From an optimization exercise on the open Yosys and OpenROAD flow, aimed at small area; shortcuts taken in it are not production practice. The RTL was checked by simulation tests, not by an equivalence proof against the original design. Power is estimated from default activity; no workload was simulated.

## the reference run
==> flow/design.v <==
`timescale 1ns / 1ps
module ReactionTimer(
    input clk,
    input rst,
    input ck_rst,
    input [3:0] btn,
    output ck_io0,
    output ck_io1,
    output ck_io2,
    output ck_io3,
    output ck_io4,
    output ck_io5,
    output ck_io6,
    output ck_io7,
    output ck_io8,
    output ck_io9,
    output ck_io10,
    output ck_io11,
    output [3:0] leds
  );
  localparam [2:0] S_A = 3'b000, S_B = 3'b001, S_C0 = 3'b010, S_C1 = 3'b011,
                   S_D0 = 3'b100, S_D1 = 3'b101, S_E0 = 3'b111, S_E1 = 3'b110;
  reg [2:0] st;
  reg [6:0] P;
  reg [2:0] Q;
  reg [6:0] BK;
  reg [15:0] R;
  reg L;
  wire tick = (P[4:0] == 5'b10110);
  wire scan = tick & ~Q[2] & ~Q[0];
  wire blink = scan & (BK[4:0] == 5'b10110);
  wire waiting = ~st[2] & ~st[1];
  wire in_c0 = (st == S_C0);
  wire in_c1 = (st == S_C1);
  wire bcd = st[2];
  wire in_e = st[2] & st[1];
  wire in_e1 = (st == S_E1);
  wire ledon = st[2] & (st[1] | st[0]);
  always @(posedge clk)
  begin
    if (rst)
    begin
      P <= 7'd22;
      Q <= 3'b000;
      BK <= 7'd18;
    end
    else
    begin
      P <= tick ? 7'd36 : {P[5:0], P[6] ^ P[0]};
      if (tick)
        Q <= {Q[1:0], ~Q[2] & ~Q[1]};
      if (scan)
      begin
        BK[6:2] <= (BK[4:0] == 5'b10110) ? 5'b01001 : BK[5:1];
        if (waiting)
          BK[1:0] <= (BK[4:0] == 5'b10110) ? 2'b00 : {BK[0], BK[6] ^ BK[0]};
        else
          BK[1:0] <= {BK[0] & in_e1, ~BK[1] & in_e1};
      end
    end
  end
  wire fbit = R[0] ^ R[13] ^ R[12] ^ R[2];
  wire done = (&R[12:0]) & (R[15] | ~R[14]);
  wire in_d = st[2] & ~st[1];
  wire cin = waiting | (tick & (in_d | (in_c1 & R[15])));
  wire [3:0] d0 = R[3:0], d1 = R[7:4], d2 = R[11:8], d3 = R[15:12];
  wire at8191 = d3[3] & (d2 == 4'd1) & d1[3] & d1[0] & (d0 == 4'd1);
  wire [3:0] gc;
  wire [15:0] sum;
  assign gc[0] = cin;
  genvar k;
  generate
    for (k = 0; k < 3; k = k + 1)
    begin : grp
      wire [3:0] g = R[4*k+3:4*k];
      wire c1 = gc[k] & g[0];
      wire c2 = c1 & g[1];
      wire c3 = c2 & g[2];
      wire m = bcd & c1 & g[3];
      assign gc[k+1] = bcd ? m : (c3 & g[3]);
      assign sum[4*k] = g[0] ^ (gc[k] | in_c0);
      assign sum[4*k+1] = (g[1] ^ (c1 | in_c0)) & ~m;
      assign sum[4*k+2] = g[2] ^ (c2 | in_c0);
      assign sum[4*k+3] = (g[3] ^ (c3 | in_c0)) & ~m;
    end
  endgenerate
  wire t1 = gc[3] & R[12];
  wire t2 = t1 & R[13] & bcd;
  wire t3 = t2 & R[14];
  assign sum[12] = R[12] ^ (gc[3] | in_c0);
  assign sum[13] = R[13] ^ (t1 | in_c0);
  assign sum[14] = in_c0 ? fbit : R[14] ^ t2;
  assign sum[15] = in_c0 ? tick : R[15] ^ (in_c1 ? tick : t3);
  wire clr = (in_c1 & done) | (in_d & tick & at8191);
  always @(posedge clk)
  begin
    if (rst | clr)
      R <= 16'd0;
    else
      R <= sum;
  end
  always @(posedge clk)
  begin
    if (rst)
      st <= S_A;
    else
    begin
      case (st)
        S_A:  if (!ck_rst) st <= S_B;
        S_B:  if (ck_rst) st <= S_C0;
        S_C0: st <= S_C1;
        S_C1: if (done) st <= S_D0;
        S_D0: st <= btn[0] ? S_E0 : S_D1;
        S_D1: if (btn[0]) st <= S_E0;
        S_E0: if (scan) st <= S_E1;
        default: st <= S_E1;
      endcase
    end
  end
  always @(posedge clk)
  begin
    if (rst)
      L <= 1'b1;
    else if (bcd)
      L <= 1'b1;
    else if (waiting & blink)
      L <= ~L;
  end
  assign leds = {{3{L & ~ledon}}, L};
  wire [1:0] dsel = BK[1:0];
  wire [3:0] d3b = (d3 == 4'd0) ? 4'd15 : d3;
  reg [3:0] dig;
  always @( * )
  begin
    case (dsel)
      2'b00: dig = d0;
      2'b01: dig = d1;
      2'b11: dig = d2;
      default: dig = d3b;
    endcase
  end
  wire [6:0] seg;
  assign seg[6] = ~((~dig[3] & ~dig[2] & ~dig[1] & dig[0]) | (dig[3] & dig[2]) | (dig[2] & ~dig[1] & ~dig[0]));
  assign seg[5] = (~dig[3] & dig[1] & dig[0]) | (~dig[2]) | (~dig[1] & ~dig[0]);
  assign seg[4] = ~((dig[3] & dig[2]) | (~dig[2] & dig[1] & ~dig[0]));
  assign seg[3] = ~((~dig[3] & ~dig[2] & ~dig[1] & dig[0]) | (dig[2] & ~dig[1] & ~dig[0]) | (dig[2] & dig[1] & dig[0]));
  assign seg[2] = ~((dig[2] & ~dig[1]) | (dig[0]));
  assign seg[1] = ~((~dig[3] & ~dig[2] & dig[0]) | (~dig[2] & dig[1]) | (dig[1] & dig[0]));
  assign seg[0] = ~((~dig[3] & ~dig[2] & ~dig[1]) | (dig[2] & dig[1] & dig[0]));
  wire [6:0] segs = seg;
  assign ck_io0 = ~(in_e1 & (dsel == 2'b00));
  assign ck_io1 = ~(in_e1 & (dsel == 2'b01));
  assign ck_io2 = ~(in_e1 & (dsel == 2'b11));
  assign ck_io3 = ~(in_e1 & (dsel == 2'b10));
  assign {ck_io4, ck_io5, ck_io6, ck_io7, ck_io8, ck_io9, ck_io10} = segs;
  assign ck_io11 = 1'b0;
endmodule
==> flow/config.mk <==
export PLATFORM = sky130hd
export DESIGN_NAME = ReactionTimer
export DESIGN_NICKNAME = ReactionTimer
export VERILOG_FILES = /design/flow/design.v
export SDC_FILE = /design/flow/constraint.sdc
export NUM_CORES = 4
export LEC_CHECK = 0
export CAP_MARGIN = 20
export CORE_MARGIN = 2
export CORE_UTILIZATION = 40
export SLEW_MARGIN = 20
==> flow/constraint.sdc <==
create_clock -name core_clock -period 20.0 [get_ports {clk}]
set_input_delay 4.0000 -clock core_clock [delete_from_list [all_inputs] [get_ports {clk}]]
set_output_delay 4.0000 -clock core_clock [all_outputs]
set_load 0.01 [all_outputs]
standard.sh (not shown) runs the stock make flow with config.mk's settings and CLKGATE_MAP_FILE= SYNTH_SCRIPT=/design/flow/synth_recipe.tcl, a recipe that flattens the netlist after the stock synthesis.
==> flow/flow/run.sh <==
#!/bin/bash
# Layout flow: the standard ORFS flow with these changes.
#  - Synthesis is the standard flow's (same passes, same registers) except that ABC
#    maps the combinational logic with an area-oriented script (area.abc).
#  - Port buffers are sky130_fd_sc_hd__buf_1 cells.
#  - Clock tree: clkbuf_4 buffers, no dummy loads.
# Each tool's output goes to its own log file in this folder.
set -euo pipefail
W=$PWD
# ORFS synth.tcl with ABC's script argument replaced by flow/area.abc
sed "/log_cmd abc {\*}\$abc_args/i set abc_args [lreplace \$abc_args 1 1 $W/flow/area.abc]" \
  "$FLOW_HOME/scripts/synth.tcl" > "$W/synth_area.tcl"
grep -q "flow/area.abc" "$W/synth_area.tcl"
# The standard flow's synthesis script, sourcing the modified synth.tcl
sed "s#^source \$::env(SCRIPTS_DIR)/synth.tcl#source $W/synth_area.tcl#" synth_recipe.tcl > "$W/synth_top.tcl"
grep -q "synth_area.tcl" "$W/synth_top.tcl"
# The standard flow's layout script, using that synthesis script
sed "s#SYNTH_SCRIPT=[^ ]*#SYNTH_SCRIPT=$W/synth_top.tcl#" standard.sh > "$W/layout.sh"
grep -q "synth_top.tcl" "$W/layout.sh"
export BUFFER_PORTS_ARGS="-buffer_cell sky130_fd_sc_hd__buf_1"
export CTS_ARGS="-sink_clustering_enable -repair_clock_nets -buf_list sky130_fd_sc_hd__clkbuf_4 -dont_use_dummy_load"
bash "$W/layout.sh" > "$W/layout.log" 2>&1
==> flow/flow/area.abc <==
strash
&get -n
&st
&deepsyn -J 100
&put
dch -f
amap
topo
What the trial run does differently from the reference run at the input level:
==> flow/design.v, changed modules only <==
module ReactionTimer(
    input clk,
    input rst,
    input ck_rst,
    input [3:0] btn,
    output ck_io0,
    output ck_io1,
    output ck_io2,
    output ck_io3,
    output ck_io4,
    output ck_io5,
    output ck_io6,
    output ck_io7,
    output ck_io8,
    output ck_io9,
    output ck_io10,
    output ck_io11,
    output [3:0] leds
  );
  localparam [2:0] S_A = 3'b000, S_B = 3'b001, S_C0 = 3'b010, S_C1 = 3'b011,
                   S_D0 = 3'b100, S_D1 = 3'b101, S_E0 = 3'b111, S_E1 = 3'b110;
  reg [2:0] st;
  reg [6:0] P;
  reg [2:0] Q;
  reg [2:0] BK;
  reg [1:0] BT;
  reg [13:0] R;
  reg L;
  wire tick = (P[4:0] == 5'b10110);
  wire scan = tick & ~Q[2] & ~Q[0];
  wire bk_end = BT[1] & BT[0] & BK[2] & ~BK[0];
  wire blink = scan & bk_end & (R[3:0] == 4'd0);
  wire waiting = ~st[2] & ~st[1];
  wire in_c0 = (st == S_C0);
  wire in_c1 = (st == S_C1);
  wire bcd = st[2];
  wire in_e = st[2] & st[1];
  wire in_e1 = (st == S_E1);
  wire ledon = st[2] & (st[1] | st[0]);
  always @(posedge clk)
  begin
    if (rst)
    begin
      P <= 7'd22;
      Q <= 3'b000;
      BK[2:0] <= 3'b010;
    end
    else
    begin
      P <= tick ? 7'd36 : {P[5:0], P[6] ^ P[0]};
      if (tick)
        Q <= {Q[1:0], ~Q[2] & ~Q[1]};
      if (scan)
      begin
        BK[2] <= bk_end | BK[1];
        if (waiting)
          BK[1:0] <= bk_end ? 2'b00 : {BK[0], BK[1] ^ BT[1]};
        else
          BK[1:0] <= {BK[0] & in_e1, ~BK[1] & in_e1};
      end
    end
  end
  wire fbit = ~(R[0] ^ R[13] ^ R[2]);
  wire done = (&R[12:0]) & (BT[1] | ~BT[0]);
  wire in_d = st[2] & ~st[1];
  wire cin = waiting | (tick & (in_d | (in_c1 & BT[1])));
  wire [3:0] d0 = R[3:0], d1 = R[7:4], d2 = R[11:8], d3 = {BT, R[13:12]};
  wire at8191 = d3[3] & ~d3[0] & d2[0] & d1[3] & d1[0] & (d0 == 4'd1);
  wire [3:0] gc;
  wire [13:0] sum;
  assign gc[0] = cin;
  genvar k;
  generate
    for (k = 0; k < 3; k = k + 1)
    begin : grp
      wire [3:0] g = R[4*k+3:4*k];
      wire c1 = gc[k] & g[0];
      wire c2 = c1 & g[1];
      wire c3 = c2 & g[2];
      wire m = bcd & c1 & g[3];
      assign gc[k+1] = bcd ? m : (c3 & g[3]);
      assign sum[4*k] = g[0] ^ (gc[k] | in_c0);
      assign sum[4*k+1] = (g[1] ^ (c1 | in_c0)) & ~m;
      assign sum[4*k+2] = g[2] ^ (c2 | in_c0);
      assign sum[4*k+3] = (g[3] ^ (c3 | in_c0)) & ~m;
    end
  endgenerate
  wire t1 = gc[3] & R[12];
  wire t2 = t1 & R[13] & bcd;
  wire t3 = t2 & BT[0];
  assign sum[12] = R[12] ^ (gc[3] & ~(bcd & BT[1]));
  assign sum[13] = R[13] ^ t1;
  wire clr = (in_c1 & done) | (in_d & tick & at8191);
  always @(posedge clk)
  begin
    if (rst | clr)
      R <= 14'b11_0000_0000_0000;
    else
      R <= sum;
  end
  always @(posedge clk)
  begin
    if (rst)
      BT <= 2'b11;
    else if (clr)
      BT <= 2'b11;
    else if (waiting)
    begin
      if (scan)
        BT <= bk_end ? 2'b10 : {BT[0], BK[2]};
    end
    else if (in_c0)
      BT <= {tick, fbit};
    else
      BT <= {BT[1] ^ (in_c1 ? tick : t3), BT[0] ^ t2};
  end
  always @(posedge clk)
  begin
    if (rst)
      st <= S_A;
    else
    begin
      case (st)
        S_A:  if (!ck_rst) st <= S_B;
        S_B:  if (ck_rst) st <= S_C0;
        S_C0: st <= S_C1;
        S_C1: if (done) st <= S_D0;
        S_D0: st <= btn[0] ? S_E0 : S_D1;
        S_D1: if (btn[0]) st <= S_E0;
        S_E0: if (scan) st <= S_E1;
        default: st <= S_E1;
      endcase
    end
  end
  always @(posedge clk)
  begin
    if (rst)
      L <= 1'b1;
    else if (bcd)
      L <= 1'b1;
    else if (waiting & blink)
      L <= ~L;
  end
  assign leds = {{3{L & ~ledon}}, L};
  wire [1:0] dsel = BK[1:0];
  reg [3:0] dig;
  always @( * )
  begin
    case (dsel)
      2'b00: dig = d0;
      2'b01: dig = d1;
      2'b11: dig = d2;
      default: dig = d3;
    endcase
  end
  wire [6:0] seg;
  assign seg[6] = ~((~dig[3] & ~dig[2] & ~dig[1] & dig[0]) | (dig[3] & dig[2]) | (dig[2] & ~dig[1] & ~dig[0]));
  assign seg[5] = (~dig[3] & dig[1] & dig[0]) | (~dig[2]) | (~dig[1] & ~dig[0]);
  assign seg[4] = ~((dig[3] & dig[2]) | (~dig[2] & dig[1] & ~dig[0]));
  assign seg[3] = ~((~dig[3] & ~dig[2] & ~dig[1] & dig[0]) | (dig[2] & ~dig[1] & ~dig[0]) | (dig[2] & dig[1] & dig[0]));
  assign seg[2] = ~((dig[2] & ~dig[1]) | (dig[0]));
  assign seg[1] = ~((~dig[3] & ~dig[2] & dig[0]) | (~dig[2] & dig[1]) | (dig[1] & dig[0]));
  assign seg[0] = ~((~dig[3] & ~dig[2] & ~dig[1]) | (dig[2] & dig[1] & dig[0]));
  wire [6:0] segs = seg;
  assign ck_io0 = ~(in_e1 & (dsel == 2'b00));
  assign ck_io1 = ~(in_e1 & (dsel == 2'b01));
  assign ck_io2 = ~(in_e1 & (dsel == 2'b11));
  assign ck_io3 = ~(in_e1 & (dsel == 2'b10));
  assign {ck_io4, ck_io5, ck_io6, ck_io7, ck_io8, ck_io9, ck_io10} = segs;
  assign ck_io11 = 1'b0;
endmodule
--- outcome ---
Every run (the trial run and the reference run) finished clean.
As far as clock-pin transition on the worst setup and hold timing paths is concerned, the trial run and the reference run perform about the same.
The trial run: internal power component 7.8 uW below the reference run
Compared with the reference run, the trial run shows a higher portion of total power attributed to the clock network.
Taking the reference run as the reference point, the clock tree skew after final layout of the trial run rises by 0.013 ns.
The higher setup slack of the critical path after layout of the trial run and the reference run is in the trial run.
Per the comparison of the trial run with the reference run, post-synthesis cell area moved down; starting density of the core moved up.

[afterwards: timing with drivers on the ports]
In the flow no input, the clock included, has a driving cell. The finished layouts below were timed again as built, in two steps. Step 1 sets driving cells, clkbuf_16 on the clock port and buf_2 on the other inputs (assumed; they add their load-dependent delay and slew). Step 2, shift: input delay + t, output delay - t, t = (earliest + latest rising clock arrival at the registers) / 2. This alone moves slack from input paths to output paths. a / b / c = no drivers / after step 1 / after step 2; a / b = the first two.
| run | t (ns) | setup slack, ns | worst setup path at the end |
|---|---|---|---|
| the reference run | 0.353 | 13.526 / 13.502 / 13.855 | register to output |
| the trial run | 0.348 | 13.627 / 13.603 / 13.951 | register to output |
After both steps every run listed still meets setup and hold.
